Background: an optimization exercise with open tools, aiming at small area, a short achievable clock period and few clock cycles. Do not read the settings as production practice.

==> 12-04: inputs <==
Design CONVCOR, start of the top module:
module CONVCOR(
    clk,
    rst_n,
    in_valid,
    in_a,
    in_b,
    in_mode,
    out_valid,
    out
);
input              clk;
input              rst_n;
input              in_valid;
input      [15:0]  in_a;
input      [15:0]  in_b;
input              in_mode;
output reg         out_valid;
output reg [35:0]  out;
reg [15:0] ra0, ra1, ra2, rb0, rb1, rb2;
reg [1:0]  icnt;     
reg        mode;     
reg        busy;     
reg [3:0]  st;       
wire [3:0] cs = busy ? st : 4'd0;
wire       md = busy ? mode : in_mode;
reg  [1:0] ia, ib;
reg        sclr, svld, slast;
always @(*) begin
    ia = 2'd0; ib = 2'd0; sclr = 1'b0; svld = 1'b0; slast = 1'b0;
    if (md) begin
        case (cs)
            4'd0: sclr = 1'b1;
            4'd1: ;
            default: begin svld = 1'b1; slast = 1'b1; end
        endcase
    end else begin
        case (cs)
            4'd0: begin ia = 2'd0; ib = 2'd0; sclr = 1'b1; svld = 1'b1; end   
            4'd1: begin ia = 2'd3; ib = 2'd0; sclr = 1'b1; end                
            4'd2: begin ia = 2'd3; ib = 2'd2; svld = 1'b1; end                
            4'd3: begin ia = 2'd1; ib = 2'd3; sclr = 1'b1; end                
            4'd4: begin ia = 2'd1; ib = 2'd1; end                             
            4'd5: begin ia = 2'd1; ib = 2'd2; svld = 1'b1; end                
            4'd6: begin ia = 2'd2; ib = 2'd3; sclr = 1'b1; end                
            4'd7: begin ia = 2'd2; ib = 2'd1; svld = 1'b1; end                
            default: begin ia = 2'd1; ib = 2'd1; sclr = 1'b1; svld = 1'b1; slast = 1'b1; end  
        endcase
    end
end
reg [15:0] sa, sb;
always @(*) begin
    case (ia)
        2'd0: sa = in_a;
        2'd1: sa = ra0;
        2'd2: sa = ra1;
        default: sa = ra2;
    endcase
    case (ib)
        2'd0: sb = in_b;
        2'd1: sb = rb0;
        2'd2: sb = rb1;
        default: sb = rb2;
    endcase
end
  ...
export LEC_CHECK = 0
export ABC_CLOCK_PERIOD_IN_PS = 3000
export CAP_MARGIN = 20
export CORE_MARGIN = 2
export CORE_UTILIZATION = 35
export PLACE_DENSITY = 0.55
export SETUP_SLACK_MARGIN = 5
export SLEW_MARGIN = 20
create_clock -name core_clock -period 10.0 [get_ports {clk}]
standard.sh (not shown) runs the stock make flow with config.mk's settings and CLKGATE_MAP_FILE= SYNTH_SCRIPT=/design/flow/synth_recipe.tcl, a recipe that flattens the netlist after the stock synthesis.
==> flow/flow/run.sh <==
#!/bin/bash
# The standard layout (the standard.sh, with the standard synthesis
# unchanged), with two make variables changed:
#  - BUFFER_PORTS_ARGS: every input and output port still gets a buffer, but a
#    plain buffer cell instead of the delay buffer that buffer_ports picks.
# Each tool's output goes to the ORFS logs under orfs/ and to standard.log here.
set -euo pipefail
SETUP_MARGIN=${SETUP_MARGIN:-6.6}
PORT_BUF=${PORT_BUF:-sky130_fd_sc_hd__buf_2}
sed -e "s/SETUP_SLACK_MARGIN=[0-9.]*/SETUP_SLACK_MARGIN=${SETUP_MARGIN} BUFFER_PORTS_ARGS='-buffer_cell ${PORT_BUF}'/" standard.sh > standard_margin.sh
grep -q "SETUP_SLACK_MARGIN=${SETUP_MARGIN} " standard_margin.sh
bash standard_margin.sh > standard.log 2>&1
==> 08-28: changes against 12-04 <==
--- a/flow/design.v
+++ b/flow/design.v
@@ -17,29 +17,25 @@
 output reg         out_valid;
 output reg [35:0]  out;
 reg [15:0] ra0, ra1, ra2, rb0, rb1, rb2;
 reg [1:0]  icnt;     
 reg        mode;     
 reg        busy;     
 reg [3:0]  st;       
-wire [3:0] cs = busy ? st : 4'd0;
 wire       md = busy ? mode : in_mode;
 reg  [1:0] ia, ib;
 reg        sclr, svld, slast;
 always @(*) begin
     ia = 2'd0; ib = 2'd0; sclr = 1'b0; svld = 1'b0; slast = 1'b0;
-    if (md) begin
-        case (cs)
-            4'd0: sclr = 1'b1;
-            4'd1: ;
-            default: begin svld = 1'b1; slast = 1'b1; end
-        endcase
+    if (!busy) begin
+        sclr = 1'b1; svld = ~in_mode;
+    end else if (mode) begin
+        if (st != 4'd1) begin svld = 1'b1; slast = 1'b1; end
     end else begin
-        case (cs)
-            4'd0: begin ia = 2'd0; ib = 2'd0; sclr = 1'b1; svld = 1'b1; end   
+        case (st)
             4'd1: begin ia = 2'd3; ib = 2'd0; sclr = 1'b1; end                
             4'd2: begin ia = 2'd3; ib = 2'd2; svld = 1'b1; end                
             4'd3: begin ia = 2'd1; ib = 2'd3; sclr = 1'b1; end                
             4'd4: begin ia = 2'd1; ib = 2'd1; end                             
             4'd5: begin ia = 2'd1; ib = 2'd2; svld = 1'b1; end                
             4'd6: begin ia = 2'd2; ib = 2'd3; sclr = 1'b1; end                
             4'd7: begin ia = 2'd2; ib = 2'd1; svld = 1'b1; end                
@@ -88,15 +84,15 @@
         vld1 <= 1'b0;
         vld2 <= 1'b0;
         out_valid <= 1'b0;
     end else begin
         if (in_valid)
             icnt <= (icnt == 2'd2) ? 2'd0 : icnt + 2'd1;
         if (step) begin
-            st <= cs + 4'd1;
+            st <= busy ? st + 4'd1 : 4'd1;
             busy <= ~slast;
         end
         vld1 <= step & svld;
         vld2 <= vld1;
         out_valid <= vld2;
     end
 end
==> qor summary <==
| metric | 12-04 | 08-28 |
|---|---|---|
| Status | complete, no violations | complete, no violations |
| Final critical-path setup slack | 6700 ps | 6700 ps |
| Relative slew slack | 40.2% | 36.1% |
| Data required time at the worst endpoint | 10450 ps | 10470 ps |
| Mux share of post-synthesis cell area | 2.88% | 4.23% |
| Setup bufs post-CTS | 0 | 5 |
| Post-synthesis simple-gate area fraction | 10.1% | 9.23% |
| Slew at the pin closest to its max-slew limit | 897 ps | 958 ps |
| Clock network area share | 5.69% | 6.12% |
| Detailed-routed wire length on met3 | 1680 um | 1650 um |
| Met1 layer wirelength in the final routing | 17900 um | 17700 um |
| Adder-Cell Fraction of Synth Area | 22.2% | 22.4% |
| Netlist cell types | 86 | 60 |
| Syn nets | 1835 | 1810 |
| Global Route met3 Usage | 2.11% | 2.35% |
| Die height | 217 um | 215 um |
| # clk buffers | 39 | 38 |
No run of this note included a check of the RTL's function; only the layout flow was run.

## afterwards: timing with drivers on the ports
How much do the figures lean on ideal ports? The routed layouts below were timed once more, with nothing changed but the port constraints.
Step 1, drivers: a clkbuf_16 drives clk and a buf_2 each remaining input, both assumed.
Step 2 also shifts input and output timing later by t, the mid clock arrival at the registers, as if the neighbouring blocks saw the same clock.
Slacks: ideal ports / drivers / drivers and shift; pairs: ideal ports / drivers.
| run | t (ns) | setup WS [ns] | worst setup path at the end | latest minus earliest clock arrival (ns) | worst data-port slew with drivers (ns) |
|---|---|---|---|---|---|
| 12-04 | 0.623 | 6.704 / 6.704 / 6.215 | input to register | 0.013 / 0.012 | 0.07 |
| 08-28 | 0.620 | 6.704 / 6.704 / 6.194 | input to register | 0.015 / 0.016 | 0.07 |
After both steps every run listed still meets setup and hold. The setup slack of 08-28, which loses most, moves by 0.000 ns with the drivers and by -0.510 ns with both steps.
